Context: an optimization exercise on an open-source flow, tuned for small area, a short achievable clock period and few clock cycles. The choices shown serve that exercise and are no tape-out recipe.
The RTL was checked by simulation tests, not by an equivalence proof against the original design.
Power is estimated from default activity; no workload was simulated.

main:
Design Top, start of the top module:
module Top(
    Clk,
    Reset,
    Data_in,
    Wr_En,
    Outputs,
    Re
    );
Size in the first run: ~1300 flip-flops, ~9 I/O pins, roughly 37000 µm² of cells after synthesis.
Settings: LEC_CHECK=0, ABC_CLOCK_PERIOD_IN_PS=3000, CAP_MARGIN=20, CORE_MARGIN=2, CORE_UTILIZATION=40, SETUP_SLACK_MARGIN=4.0, SLEW_MARGIN=20; clock period 7.0 ns.
run.sh (not shown) runs the stock make flow with config.mk's settings and CLKGATE_MAP_FILE= SYNTH_SCRIPT=/design/flow/synth_recipe.tcl, a recipe that flattens the netlist after the stock synthesis.
main finished every stage and its layout cleared the timing, DRC and antenna checks.
Testbench counts of main, summed over its fixed seeds: cycles 11,446.
Changes in the feature branch relative to main:
Settings: CTS_BUF_LIST: unset -> sky130_fd_sc_hd__clkbuf_8; CTS_CLUSTER_DIAMETER: unset -> 40; CTS_CLUSTER_SIZE: unset -> 16.
Findings:
Compared with main, placement density in the core of the feature branch is lower. Compared with main, the detailed router inserted more vias in the feature branch. main has lower antenna diode count than the feature branch. The fraction of area in multi-input gates in the feature branch sits 0.62 points above the value recorded for main. Number of buffer and inverter instances along the worst setup path ended up 1 lower on the feature branch than on main. Sequential power essentially unchanged between the feature branch and main. Max-slew headroom at the worst pin, the feature branch and main, higher one = the feature branch.


the reference run:
Another version of the RTL of Top (not shown whole).
For scale: roughly 2700 cells after synthesis, ~1200 flip-flops, roughly 0.036 sq mm of cells after synthesis.
==> flow/config.mk <==
export PLATFORM = sky130hd
export DESIGN_NAME = Top
export DESIGN_NICKNAME = Top
export VERILOG_FILES = /design/flow/design.v
export SDC_FILE = /design/flow/constraint.sdc
export NUM_CORES = 4
export LEC_CHECK = 0
export ABC_CLOCK_PERIOD_IN_PS = 2600
export CAP_MARGIN = 20
export CORE_MARGIN = 2
export CORE_UTILIZATION = 40
export CTS_BUF_LIST = sky130_fd_sc_hd__clkbuf_8
export CTS_CLUSTER_DIAMETER = 40
export CTS_CLUSTER_SIZE = 16
export SETUP_SLACK_MARGIN = 4.4
export SLEW_MARGIN = 20
==> flow/constraint.sdc <==
create_clock -name core_clock -period 7.0 [get_ports {Clk}]
set_input_delay 1.4000 -clock core_clock [delete_from_list [all_inputs] [get_ports {Clk}]]
set_output_delay 1.4000 -clock core_clock [all_outputs]
set_load 0.01 [all_outputs]
Testbench counts of the reference run, summed over its fixed seeds: cycles 11,476.
### the reference run -> the trial run
- swapping 4.4 for 4.0 in SETUP_SLACK_MARGIN
- swapping 2600 for 3000 in ABC_CLOCK_PERIOD_IN_PS
- swapping 40 for 65 in CORE_UTILIZATION
- putting PLACE_DENSITY at 0.75 where nothing was set
Findings:
- Taking the reference run as the reference point, the met3 routed wirelength of the trial run falls by 13%.
- For area of the core region, dividing the value from the reference run by the value from the trial run gives 1.6.
- Re number of hold-repair buffers added at the cts stage: no difference whatsoever between the reference run and the trial run.
- On actual slew at the worst max-slew pin: between the reference run and the trial run, it ends up lower for the reference run.
- Register cell area after layout: the trial run vs the reference run, no meaningful difference
- The share of total power in combinational logic reported for the trial run is smaller than that of the reference run by 0.4 points.
- Measured against the trial run, the maximum vdd drop of the reference run comes out at 0.69 times the reference value.
- The reference run and the trial run ended up with nearly the same worst hold margin.
- Note that the x dimension of the die recorded for the reference run amounts to 1.3 times the value seen in the trial run.
- Compared with the reference run, in the trial run cell area after layout -about 8%; total DRC errors in the routed layout did not really move.


run 1:
Another version of the RTL of Top (not shown whole).
Size in the first run: about 2700 cells after synthesis, ~1200 flip-flops, about 0.036 sq mm of cells after synthesis.
export LEC_CHECK = 0
export ABC_CLOCK_PERIOD_IN_PS = 3000
export CAP_MARGIN = 20
export CORE_MARGIN = 2
export CORE_UTILIZATION = 65
export CTS_BUF_LIST = sky130_fd_sc_hd__clkbuf_8
export CTS_CLUSTER_DIAMETER = 45
export CTS_CLUSTER_SIZE = 20
export PLACE_DENSITY = 0.75
export SETUP_SLACK_MARGIN = 4.15
export SLEW_MARGIN = 20
create_clock -name core_clock -period 7.0 [get_ports {Clk}]
Run 1: all stages complete, timing, DRC and antenna checks passed
Testbench counts of run 1, summed over its fixed seeds: cycles 11,427.
Relative to run 1, the following input files were edited for run 2:
# run 1
export LEC_CHECK = 0
export ABC_CLOCK_PERIOD_IN_PS = 3000
export CAP_MARGIN = 20
export CORE_MARGIN = 2
export CORE_UTILIZATION = 65
export CTS_BUF_LIST = sky130_fd_sc_hd__clkbuf_8
export CTS_CLUSTER_DIAMETER = 45
export CTS_CLUSTER_SIZE = 20
export PLACE_DENSITY = 0.75
export SETUP_SLACK_MARGIN = 4.15
export SLEW_MARGIN = 20
create_clock -name core_clock -period 7.0 [get_ports {Clk}]
# run 2
export LEC_CHECK = 0
export ABC_AREA = 1
export CAP_MARGIN = 20
export CORE_MARGIN = 2
export CORE_UTILIZATION = 65
export CTS_BUF_LIST = sky130_fd_sc_hd__clkbuf_8
export CTS_CLUSTER_DIAMETER = 40
export CTS_CLUSTER_SIZE = 16
export PLACE_DENSITY = 0.75
export SETUP_SLACK_MARGIN = 4.3
export SLEW_MARGIN = 20
create_clock -name core_clock -period 7.0 [get_ports {Clk}]
==> comparison <==
- Run 1 → run 2: minimum clock period fell by 0.013 ns; final instance count without filler cells higher; cell-internal power now sits lower.
Changes in run 3 relative to run 2:
# run 2
export LEC_CHECK = 0
export ABC_AREA = 1
export CAP_MARGIN = 20
export CORE_MARGIN = 2
export CORE_UTILIZATION = 65
export CTS_BUF_LIST = sky130_fd_sc_hd__clkbuf_8
export CTS_CLUSTER_DIAMETER = 40
export CTS_CLUSTER_SIZE = 16
export PLACE_DENSITY = 0.75
export SETUP_SLACK_MARGIN = 4.3
export SLEW_MARGIN = 20
create_clock -name core_clock -period 7.0 [get_ports {Clk}]
# run 3
export LEC_CHECK = 0
export ABC_CLOCK_PERIOD_IN_PS = 3000
export CAP_MARGIN = 20
export CORE_MARGIN = 2
export CORE_UTILIZATION = 65
export CTS_BUF_LIST = sky130_fd_sc_hd__clkbuf_8
export CTS_CLUSTER_DIAMETER = 40
export CTS_CLUSTER_SIZE = 16
export PLACE_DENSITY = 0.75
export SETUP_SLACK_MARGIN = 4.3
export SLEW_MARGIN = 20
create_clock -name core_clock -period 7.0 [get_ports {Clk}]
--- outcome ---
Run 3 has time the final worst path needs with I/O delays and setup below what run 2 had. When the final numbers for run 3 and run 2 were put side by side, the final setup slack of the worst path turned out to be greater in run 3. Detailed route, run 3 vs run 2: via total lower for run 3. Diff run 2 -> run 3: power attributed to the clock group went up about 2%; sequential share of layout area -0.86 points. The more densely filled core belongs to run 3, not run 2. Compared with run 2, in run 3 clock tree cell share of total cell area level; ratio of final minimum period to clock period moved down; post-synthesis to final-layout area growth moved up.
Inputs modified between run 3 and run 4:
# run 3
export LEC_CHECK = 0
export ABC_CLOCK_PERIOD_IN_PS = 3000
export CAP_MARGIN = 20
export CORE_MARGIN = 2
export CORE_UTILIZATION = 65
export CTS_BUF_LIST = sky130_fd_sc_hd__clkbuf_8
export CTS_CLUSTER_DIAMETER = 40
export CTS_CLUSTER_SIZE = 16
export PLACE_DENSITY = 0.75
export SETUP_SLACK_MARGIN = 4.3
export SLEW_MARGIN = 20
create_clock -name core_clock -period 7.0 [get_ports {Clk}]
# run 4
export LEC_CHECK = 0
export ABC_AREA = 1
export CAP_MARGIN = 10
export CORE_MARGIN = 2
export CORE_UTILIZATION = 65
export CTS_BUF_LIST = sky130_fd_sc_hd__clkbuf_8
export CTS_CLUSTER_DIAMETER = 45
export CTS_CLUSTER_SIZE = 20
export PLACE_DENSITY = 0.75
export SETUP_SLACK_MARGIN = 4.3
export SLEW_MARGIN = 10
create_clock -name core_clock -period 7.0 [get_ports {Clk}]
Run 4 was carried through to the last stage, and its layout satisfied the timing, DRC and antenna checks. Via count: run 4 > run 3. [compare] base=run 3 new=run 4: met3 demand-to-capacity share in global routing dropped 1.3 points; number of buffers inserted by post-CTS setup repair dropped about 56%; number of fill cells climbed 9.7%.


== old ==
Another version of the RTL of Top (not shown whole).
Size in the first run: about 9 I/O pins, roughly 38000 sq um of cells after synthesis.
export LEC_CHECK = 0
export CAP_MARGIN = 20
export CORE_MARGIN = 2
export CORE_UTILIZATION = 40
export SETUP_SLACK_MARGIN = 3.5
export SLEW_MARGIN = 20
create_clock -name core_clock -period 7.0 [get_ports {Clk}]
Testbench counts of old, summed over its fixed seeds: cycles 11,169.
Changes in new relative to old:
# old
export LEC_CHECK = 0
export CAP_MARGIN = 20
export CORE_MARGIN = 2
export CORE_UTILIZATION = 40
export SETUP_SLACK_MARGIN = 3.5
export SLEW_MARGIN = 20
create_clock -name core_clock -period 7.0 [get_ports {Clk}]
# new
export LEC_CHECK = 0
export ABC_CLOCK_PERIOD_IN_PS = 3000
export CAP_MARGIN = 20
export CORE_MARGIN = 2
export CORE_UTILIZATION = 40
export SETUP_SLACK_MARGIN = 4.0
export SLEW_MARGIN = 20
create_clock -name core_clock -period 7.0 [get_ports {Clk}]
Findings:
- From old to new the numbers moved as follows: total clock network power went up by about 2%, post-synthesis register bit count was more or less identical, power went up by about 1.6%.
- Of the two values seen for critical path startpoint, hs[0] was produced by old and C1[9] by new.


## v23
Top with an RTL version that a note above also has.
Size in the first run: ~3100 cells after synthesis, ~36000 um^2 of cells after synthesis.
clock: 7.0 ns
lec_check: 0
abc_area: 1
cap_margin: 20
core_margin: 2
core_utilization: 65
cts_buf_list: sky130_fd_sc_hd__clkbuf_8
cts_cluster_diameter: 45
cts_cluster_size: 20
place_density: 0.75
setup_slack_margin: 4.15
slew_margin: 20
v23 completed; timing, DRC and antenna clean
Testbench counts of v23, summed over its fixed seeds: cycles 11,427.
What v50 does differently from v23 at the input level:
- CTS_CLUSTER_SIZE: 20 -> 22
- ABC_AREA: 1 -> unset
- ABC_CLOCK_PERIOD_IN_PS: unset -> 3000
- CTS_CLUSTER_DIAMETER: 45 -> 50
==> comparison <==
v50 reached the final stage; the timing, DRC and antenna checks on its layout passed. In terms of total die area, v50 and v23 differ only marginally. Core utilization: v50 lower than v23. v23 -> v50: number of placement rows delta 0, exact match. Clock latency at the later pin of the worst-skew pair: v50 vs v23 — no meaningful difference. Diff v23 and v50: wire length lower in v23. Comparing v50 against v23, there is no change at all in total of buffers placed on input and output ports. v50 vs. v23: die span in y closely matched the old numbers; worst setup slack decreased by 0.040 ns relative to the old numbers; summed area of non-filler cells in the final layout decreased by 370 um^2 relative to the old numbers; post-layout minimum cycle time increased by 0.040 ns relative to the old numbers. Of v23 and v50, the higher worst slack at placement belongs to v23.
The following lists how v34 was set up differently from v50:
- ABC_CLOCK_PERIOD_IN_PS: 3000 -> unset
- SETUP_SLACK_MARGIN: 4.15 -> 4.45
- CTS_CLUSTER_DIAMETER: 50 -> 45
- CTS_CLUSTER_SIZE: 22 -> 20
- ABC_AREA: unset -> 1
--- outcome ---
First-pass GRT wire length, v34 and v50: larger value in v50
met2 global-route usage is higher on v50
Sort v34 and v50 by core utilization asc -> top: v50
Higher area overhead of the layout relative to synthesis was reported by v34, not v50.
v34 vs v50: non-clock buffer count up by more than half
Setup slack: v34 more than v50
v34 vs. v50: xor-xnor portion of the synthesized cell area lower, minimum hold slack higher, design area higher.
#### Input delta (v3 over v34)
- changing SETUP_SLACK_MARGIN from 4.45 to 4.15
- changing CTS_CLUSTER_DIAMETER from 45 to 40
- setting ABC_CLOCK_PERIOD_IN_PS to 3000 for the first time
- removing ABC_AREA (formerly 1)
- changing CTS_CLUSTER_SIZE from 20 to 16
Results
- In v3 the cell count along the critical path turned out 4 lower than in v34.
- In the metrics for v3 and v34, the one carrying the higher number of multi-input combinational cells in the layout is v34.
- The more densely filled core belongs to v34, not v3.
- Compared with v34, v3 shows a initial antenna violation count that is 1 higher.
- v3 vs. v34: global-route usage +1.3 points, portion of total power attributed to sequential cells -1.4 points, final worst-path setup slack -0.062 ns.
- Delta (v3 minus v34): cell area lost 0.87%, vertical die dimension neither gained nor lost much.


Setup of the previous run:
Another version of the RTL of Top (not shown whole).
For scale: about 1,200 flip-flops, about 9 I/O pins.
## Top
module Top(
    Clk,
    Reset,
    Data_in,
    Wr_En,
    Outputs,
    Re
    );
Settings: LEC_CHECK=0, ABC_CLOCK_PERIOD_IN_PS=3000, CAP_MARGIN=20, CORE_MARGIN=2, CORE_UTILIZATION=40, CTS_BUF_LIST=sky130_fd_sc_hd__clkbuf_8 sky130_fd_sc_hd__clkbuf_16, CTS_CLUSTER_DIAMETER=50, CTS_CLUSTER_SIZE=18, SETUP_SLACK_MARGIN=4.0, SLEW_MARGIN=20; clock period 7.0 ns.
The previous run has completed all stages; timing, DRC and antenna checks passed.
Testbench counts of the previous run, summed over its fixed seeds: cycles 11,224.
diff inputs: the previous run => the current run
- removing CTS_CLUSTER_SIZE (formerly 18)
- removing CTS_CLUSTER_DIAMETER (formerly 50)
- removing CTS_BUF_LIST (formerly sky130_fd_sc_hd__clkbuf_8 sky130_fd_sc_hd__clkbuf_16)
==> results.txt <==
Compared with the previous run, in the current run design area comparable, number of vias in the routed layout now smaller, number of hold-slack violations in the final timing report comparable, largest fanout on the critical path now larger. Overall power after layout delta for the current run relative to the previous run: 2.5% higher. The current run -> the previous run: hold path depth delta 0, exact match. The current run vs the previous run: setup fix buffers added after clock tree synthesis down by more than 10%. The lower synthesis-to-finish area growth of the current run and the previous run is in the previous run. Per the comparison of the current run with the previous run, proportion of cell area occupied by registers has remained practically unchanged, setup slack went up 0.070 ns.


RTL: one of the versions met above, not the one the previous note started from.
For scale: about 2,700 cells after synthesis, about 1,200 flip-flops, roughly 9 I/O pins, roughly 0.036 sq mm of cells after synthesis.
export LEC_CHECK = 0
export ABC_CLOCK_PERIOD_IN_PS = 3000
export CAP_MARGIN = 20
export CORE_MARGIN = 2
export CORE_UTILIZATION = 40
export CTS_BUF_LIST = sky130_fd_sc_hd__clkbuf_8
export CTS_CLUSTER_DIAMETER = 40
export CTS_CLUSTER_SIZE = 16
export SETUP_SLACK_MARGIN = 3.6
export SLEW_MARGIN = 20
create_clock -name core_clock -period 7.0 [get_ports {Clk}]
Testbench counts at the start, summed over its fixed seeds: cycles 11,476.
Edit:
- SETUP_SLACK_MARGIN: 3.6 -> 4.0
Result:
- design area came out higher by 1.5%
- worst setup slack improves by 0.31 ns
- power came out lower by 1.9%


Another version of the RTL of Top (not shown whole).
Size: ~2800 cells after synthesis, ~9 I/O pins, ~37000 um2 of cells after synthesis.
Settings: LEC_CHECK=0, ABC_CLOCK_PERIOD_IN_PS=3000, CAP_MARGIN=20, CORE_MARGIN=2, CORE_UTILIZATION=60, CTS_BUF_LIST=sky130_fd_sc_hd__clkbuf_8, CTS_CLUSTER_DIAMETER=40, CTS_CLUSTER_SIZE=16, PLACE_DENSITY=0.72, SETUP_SLACK_MARGIN=4.15, SLEW_MARGIN=20; clock period 7.0 ns.
The first run finished clean.
Testbench counts at the start, summed over its fixed seeds: cycles 11,152.
Edit:
--- a/flow/config.mk
+++ b/flow/config.mk
@@ -10,3 +10,3 @@
 export CORE_MARGIN = 2
-export CORE_UTILIZATION = 60
+export CORE_UTILIZATION = 65
 export CTS_BUF_LIST = sky130_fd_sc_hd__clkbuf_8
@@ -14,4 +14,4 @@
 export CTS_CLUSTER_SIZE = 16
-export PLACE_DENSITY = 0.72
-export SETUP_SLACK_MARGIN = 4.15
+export PLACE_DENSITY = 0.75
+export SETUP_SLACK_MARGIN = 4.0
 export SLEW_MARGIN = 20
Outcome: Via count rose by 4.0%; sequential power rose by about 0.9%; global-route usage rose by 5.7 points; total power rose by 4.2%; clock-buffer cell count rose by 4; clock skew rose by 0.0078 ns; core utilization rose by 5.5 points; sequential share of layout area hardly moves; final area hardly moves.


Top with an RTL version that a note above also has.
For scale: about 3100 cells after synthesis, ~1200 flip-flops.
make LEC_CHECK=0 ABC_AREA=1 CAP_MARGIN=20 CORE_MARGIN=2 CORE_UTILIZATION=65 CTS_BUF_LIST=sky130_fd_sc_hd__clkbuf_8 CTS_CLUSTER_DIAMETER=45 CTS_CLUSTER_SIZE=20 PLACE_DENSITY=0.75 SETUP_SLACK_MARGIN=4.3 SLEW_MARGIN=20 finish   # period 7.0 ns
The starting point finished clean.
Testbench counts at the start, summed over its fixed seeds: cycles 11,427.
Next try:
CORE_UTILIZATION = 62   (was 65)
PLACE_DENSITY = 0.7   (was 0.75)
Result: Hold slack got worse by 0.0078 ns; wire length increases by a few percent; worst setup slack improved by 0.046 ns; sequential share of layout area decreases by 1.1 points; maximum frequency increases slightly; global-route usage decreases by 0.58 points; cell count increases by a few percent; sequential cell count stays the same; design area increases slightly; non-clock buffer count increases by 15.

[separate check: timing with driven ports]
The results above use ideal ports. As a check the final layouts listed here were re-extracted and re-timed, cells and wires unchanged.
Step 1: set_driving_cell puts a clkbuf_16 on Clk and a buf_2 on each other input, an assumption about the parent block.
Step 2, shift: input delay + t, output delay - t, t = (earliest + latest rising clock arrival at the registers) / 2. This alone moves slack from input paths to output paths.
a / b / c = ideal ports / drivers / drivers and shift; a / b = the first two.
| run | shift t [ns] | setup slack, ns | worst setup path at the end | latest minus earliest clock arrival (ns) | worst register clock-pin slew, ns |
|---|---|---|---|---|---|
| main | 0.732 | 2.689 / 2.689 / 2.689 | register to register | 0.056 / 0.056 | 0.07 / 0.07 |
| the feature branch | 0.837 | 2.755 / 2.755 / 2.755 | register to register | 0.062 / 0.062 | 0.10 / 0.10 |
| the reference run | 0.845 | 4.082 / 4.082 / 4.082 | register to register | 0.060 / 0.060 | 0.10 / 0.10 |
| the trial run | 0.786 | 4.046 / 4.046 / 4.046 | register to register | 0.046 / 0.046 | 0.10 / 0.10 |
| run 1 | 0.799 | 4.055 / 4.055 / 4.055 | register to register | 0.054 / 0.053 | 0.11 / 0.11 |
| run 2 | 0.786 | 4.068 / 4.068 / 4.068 | register to register | 0.057 / 0.057 | 0.10 / 0.10 |
| run 3 | 0.800 | 4.134 / 4.134 / 3.867 | input to register | 0.043 / 0.043 | 0.10 / 0.10 |
| run 4 | 0.774 | 4.168 / 4.168 / 4.168 | register to register | 0.063 / 0.063 | 0.12 / 0.12 |
| old | 0.742 | 2.769 / 2.769 / 2.769 | register to register | 0.048 / 0.049 | 0.07 / 0.07 |
| new | 0.754 | 2.897 / 2.897 / 2.897 | register to register | 0.071 / 0.070 | 0.07 / 0.07 |
| v23 | 0.777 | 4.102 / 4.102 / 4.102 | register to register | 0.052 / 0.052 | 0.12 / 0.12 |
| v50 | 0.768 | 4.062 / 4.062 / 4.062 | register to register | 0.045 / 0.045 | 0.12 / 0.12 |
| v34 | 0.763 | 4.154 / 4.154 / 4.154 | register to register | 0.049 / 0.050 | 0.12 / 0.12 |
| v3 | 0.799 | 4.092 / 4.092 / 4.092 | register to register | 0.040 / 0.041 | 0.10 / 0.10 |
| the previous run | 0.732 | 2.673 / 2.673 / 2.673 | register to register | 0.058 / 0.057 | 0.08 / 0.08 |
| the current run | 0.746 | 2.744 / 2.744 / 2.744 | register to register | 0.029 / 0.029 | 0.07 / 0.07 |
| the first run of note 7 | 0.834 | 3.666 / 3.666 / 3.666 | register to register | 0.050 / 0.050 | 0.10 / 0.10 |
| the second run of note 7 | 0.799 | 3.978 / 3.978 / 3.978 | register to register | 0.054 / 0.054 | 0.09 / 0.09 |
| the first run of note 8 | 0.809 | 3.745 / 3.745 / 3.745 | register to register | 0.046 / 0.047 | 0.10 / 0.10 |
| the second run of note 8 | 0.818 | 3.658 / 3.658 / 3.658 | register to register | 0.067 / 0.067 | 0.12 / 0.12 |
| the first run of note 9 | 0.774 | 4.168 / 4.168 / 4.168 | register to register | 0.063 / 0.063 | 0.12 / 0.12 |
| the second run of note 9 | 0.794 | 4.214 / 4.204 / 4.214 | register to register | 0.036 / 0.036 | 0.12 / 0.12 |
After both steps every run listed still meets setup and hold. The setup slack of run 3, which loses most, moves by 0.000 ns with the drivers and by -0.267 ns with both steps.
